From an optimization exercise on the open Yosys and OpenROAD flow, aimed at small area, a short achievable clock period and few clock cycles; shortcuts taken in it are not production practice. Where RTL was checked, it was by simulation tests only, not by an equivalence proof against the original. No activity file was given, so power comes from the tool's default toggle rates.

// CONVCOR
module CONVCOR(
    clk,
    rst_n,
    in_valid,
    in_a,
    in_b,
    in_mode,
    out_valid,
    out
);
For scale: roughly 1500 cells after synthesis, roughly 270 flip-flops, about 73 I/O pins, roughly 0.015 sq mm of cells after synthesis.
Settings: LEC_CHECK=0, ABC_CLOCK_PERIOD_IN_PS=3000, CAP_MARGIN=20, CORE_MARGIN=2, CORE_UTILIZATION=35, PLACE_DENSITY=0.55, SETUP_SLACK_MARGIN=5, SLEW_MARGIN=20; clock period 10.0 ns.
standard.sh (not shown) runs the stock make flow with config.mk's settings and CLKGATE_MAP_FILE= SYNTH_SCRIPT=/design/flow/synth_recipe.tcl, a recipe that flattens the netlist after the stock synthesis.
==> flow/flow/run.sh <==
#!/bin/bash
set -euo pipefail
SETUP_MARGIN=${SETUP_MARGIN:-6.6}
sed "s/SETUP_SLACK_MARGIN=[0-9.]*/SETUP_SLACK_MARGIN=${SETUP_MARGIN}/" standard.sh > standard_margin.sh
grep -q "SETUP_SLACK_MARGIN=${SETUP_MARGIN}" standard_margin.sh
bash standard_margin.sh > standard.log 2>&1
Testbench counts at the start, summed over its fixed seeds: cycles 16,262.
Edit:
--- a/flow/design.v
+++ b/flow/design.v
@@ -56,43 +56,37 @@
         default: sa = ra2;
     endcase
     case (ib)
         2'd0: sb = in_b;
         2'd1: sb = rb0;
         2'd2: sb = rb1;
         default: sb = rb2;
     endcase
 end
 wire [8:0] ebr = {sb[15:8], 1'b0};
 wire [8:0] ebi = {sb[7:0], 1'b0};
 wire [3:0] br_n_d, br_o_d, br_t_d, bi_n_d, bi_o_d, bi_t_d;
-wire [7:0] nre_d, nim_d;
 genvar gk;
 generate
     for (gk = 0; gk < 4; gk = gk + 1) begin : benc
         assign br_n_d[gk] = ebr[2*gk+2];
         assign br_o_d[gk] = ebr[2*gk+1] ^ ebr[2*gk];
         assign br_t_d[gk] = (ebr[2*gk+2] & ~ebr[2*gk+1] & ~ebr[2*gk]) | (~ebr[2*gk+2] & ebr[2*gk+1] & ebr[2*gk]);
         assign bi_n_d[gk] = ebi[2*gk+2] ^ md;
         assign bi_o_d[gk] = ebi[2*gk+1] ^ ebi[2*gk];
         assign bi_t_d[gk] = (ebi[2*gk+2] & ~ebi[2*gk+1] & ~ebi[2*gk]) | (~ebi[2*gk+2] & ebi[2*gk+1] & ebi[2*gk]);
-        assign nre_d[2*gk]   = br_n_d[gk] ^ ~bi_n_d[gk];
-        assign nre_d[2*gk+1] = br_n_d[gk] & ~bi_n_d[gk];
-        assign nim_d[2*gk]   = bi_n_d[gk] ^ br_n_d[gk];
-        assign nim_d[2*gk+1] = bi_n_d[gk] & br_n_d[gk];
     end
 endgenerate
 reg [7:0] xr, xi;
 reg [3:0] br_n, br_o, br_t, bi_n, bi_o, bi_t;
-reg [7:0] nre, nim;
 reg       clr1, vld1, clr2, vld2;
 wire step = busy | (in_valid & (icnt == 2'd0));
 always @(posedge clk) begin
     if (!rst_n) begin
         icnt <= 2'd0;
         busy <= 1'b0;
         vld1 <= 1'b0;
         vld2 <= 1'b0;
         out_valid <= 1'b0;
     end else begin
         if (in_valid)
             icnt <= (icnt == 2'd2) ? 2'd0 : icnt + 2'd1;
@@ -105,28 +99,36 @@
         out_valid <= vld2;
     end
 end
 always @(posedge clk) begin
     if (in_valid & (icnt == 2'd0))
         mode <= in_mode;
     ra0 <= ra1; ra1 <= ra2; ra2 <= in_valid ? in_a : ra0;
     rb0 <= rb1; rb1 <= rb2; rb2 <= in_valid ? in_b : rb0;
     xr <= sa[15:8];
     xi <= sa[7:0];
     br_n <= br_n_d; br_o <= br_o_d; br_t <= br_t_d;
     bi_n <= bi_n_d; bi_o <= bi_o_d; bi_t <= bi_t_d;
-    nre <= nre_d; nim <= nim_d;
     clr1 <= sclr;
     clr2 <= clr1;
 end
+wire [7:0] nre, nim;
+generate
+    for (gk = 0; gk < 4; gk = gk + 1) begin : nrow
+        assign nre[2*gk]   = br_n[gk] ^ ~bi_n[gk];
+        assign nre[2*gk+1] = br_n[gk] & ~bi_n[gk];
+        assign nim[2*gk]   = bi_n[gk] ^ br_n[gk];
+        assign nim[2*gk+1] = bi_n[gk] & br_n[gk];
+    end
+endgenerate
 wire [8:0] sre_xr_br_r0 = (br_o[0] ? {xr[7], xr} : br_t[0] ? {xr, 1'b0} : 9'd0) ^ {9{br_n[0]}};
 wire [8:0] sre_xr_br_r1 = (br_o[1] ? {xr[7], xr} : br_t[1] ? {xr, 1'b0} : 9'd0) ^ {9{br_n[1]}};
 wire [8:0] sre_xr_br_r2 = (br_o[2] ? {xr[7], xr} : br_t[2] ? {xr, 1'b0} : 9'd0) ^ {9{br_n[2]}};
 wire [8:0] sre_xr_br_r3 = (br_o[3] ? {xr[7], xr} : br_t[3] ? {xr, 1'b0} : 9'd0) ^ {9{br_n[3]}};
 wire [8:0] sre_xi_bi_r0 = (bi_o[0] ? {xi[7], xi} : bi_t[0] ? {xi, 1'b0} : 9'd0) ^ {9{~bi_n[0]}};
 wire [8:0] sre_xi_bi_r1 = (bi_o[1] ? {xi[7], xi} : bi_t[1] ? {xi, 1'b0} : 9'd0) ^ {9{~bi_n[1]}};
 wire [8:0] sre_xi_bi_r2 = (bi_o[2] ? {xi[7], xi} : bi_t[2] ? {xi, 1'b0} : 9'd0) ^ {9{~bi_n[2]}};
 wire [8:0] sre_xi_bi_r3 = (bi_o[3] ? {xi[7], xi} : bi_t[3] ? {xi, 1'b0} : 9'd0) ^ {9{~bi_n[3]}};
 wire sre_w1 = sre_xr_br_r0[4] ^ sre_xr_br_r1[2];
 wire sre_w2 = sre_xr_br_r0[4] & sre_xr_br_r1[2];
 wire sre_w3 = sre_xr_br_r0[5] ^ sre_xr_br_r1[3] ^ sre_xr_br_r2[1];
 wire sre_w4 = (sre_xr_br_r0[5] & sre_xr_br_r1[3]) | (sre_xr_br_r0[5] & sre_xr_br_r2[1]) | (sre_xr_br_r1[3] & sre_xr_br_r2[1]);
The new run ran to the end with no violations. Synthesized cell count decreases by 1.1%. Synthesized area goes down by 1.7%. Sequential share of layout area is lower by 1.7 points. Die area shrinks by 1.6%. Global-route usage stays flat. Clock power barely changes. Via count shrinks by 0.56%. Wire length is higher by 0.75%. Clock-buffer cell count decreases by 6. Power goes down by 3.5%. Critical path depth rises by 1. Final area goes down by 0.72%. Hold slack gains 0.0040 ns.
For the second run of this note, only the layout was checked, not whether the RTL still works.

==> afterwards: timing with drivers on the ports <==
The flow's constraints put no driver on any port. The routed layouts listed below were extracted and timed again, unchanged, in two steps.
Step 1, drivers: a clkbuf_16 drives clk and a buf_2 each remaining input, both assumed.
Step 2 moves the port delays by t, midway between the first and last clock arrival at a register: inputs arrive t later, outputs are due t later. That takes back most of the time a late clock gives input paths.
a / b / c = no drivers / after step 1 / after step 2; a / b = the first two.
run	shift t [ns]	setup slack, ns	clock arrival spread, ns	pins driven straight from the clock port
the first run	0.628	6.669 / 6.669 / 6.175	0.018 / 0.018	1
the second run	0.611	6.682 / 6.673 / 6.135	0.029 / 0.028	1
After both steps every run listed still meets setup and hold. The setup slack of the second run, which loses most, moves by -0.009 ns with the drivers and by -0.547 ns with both steps.
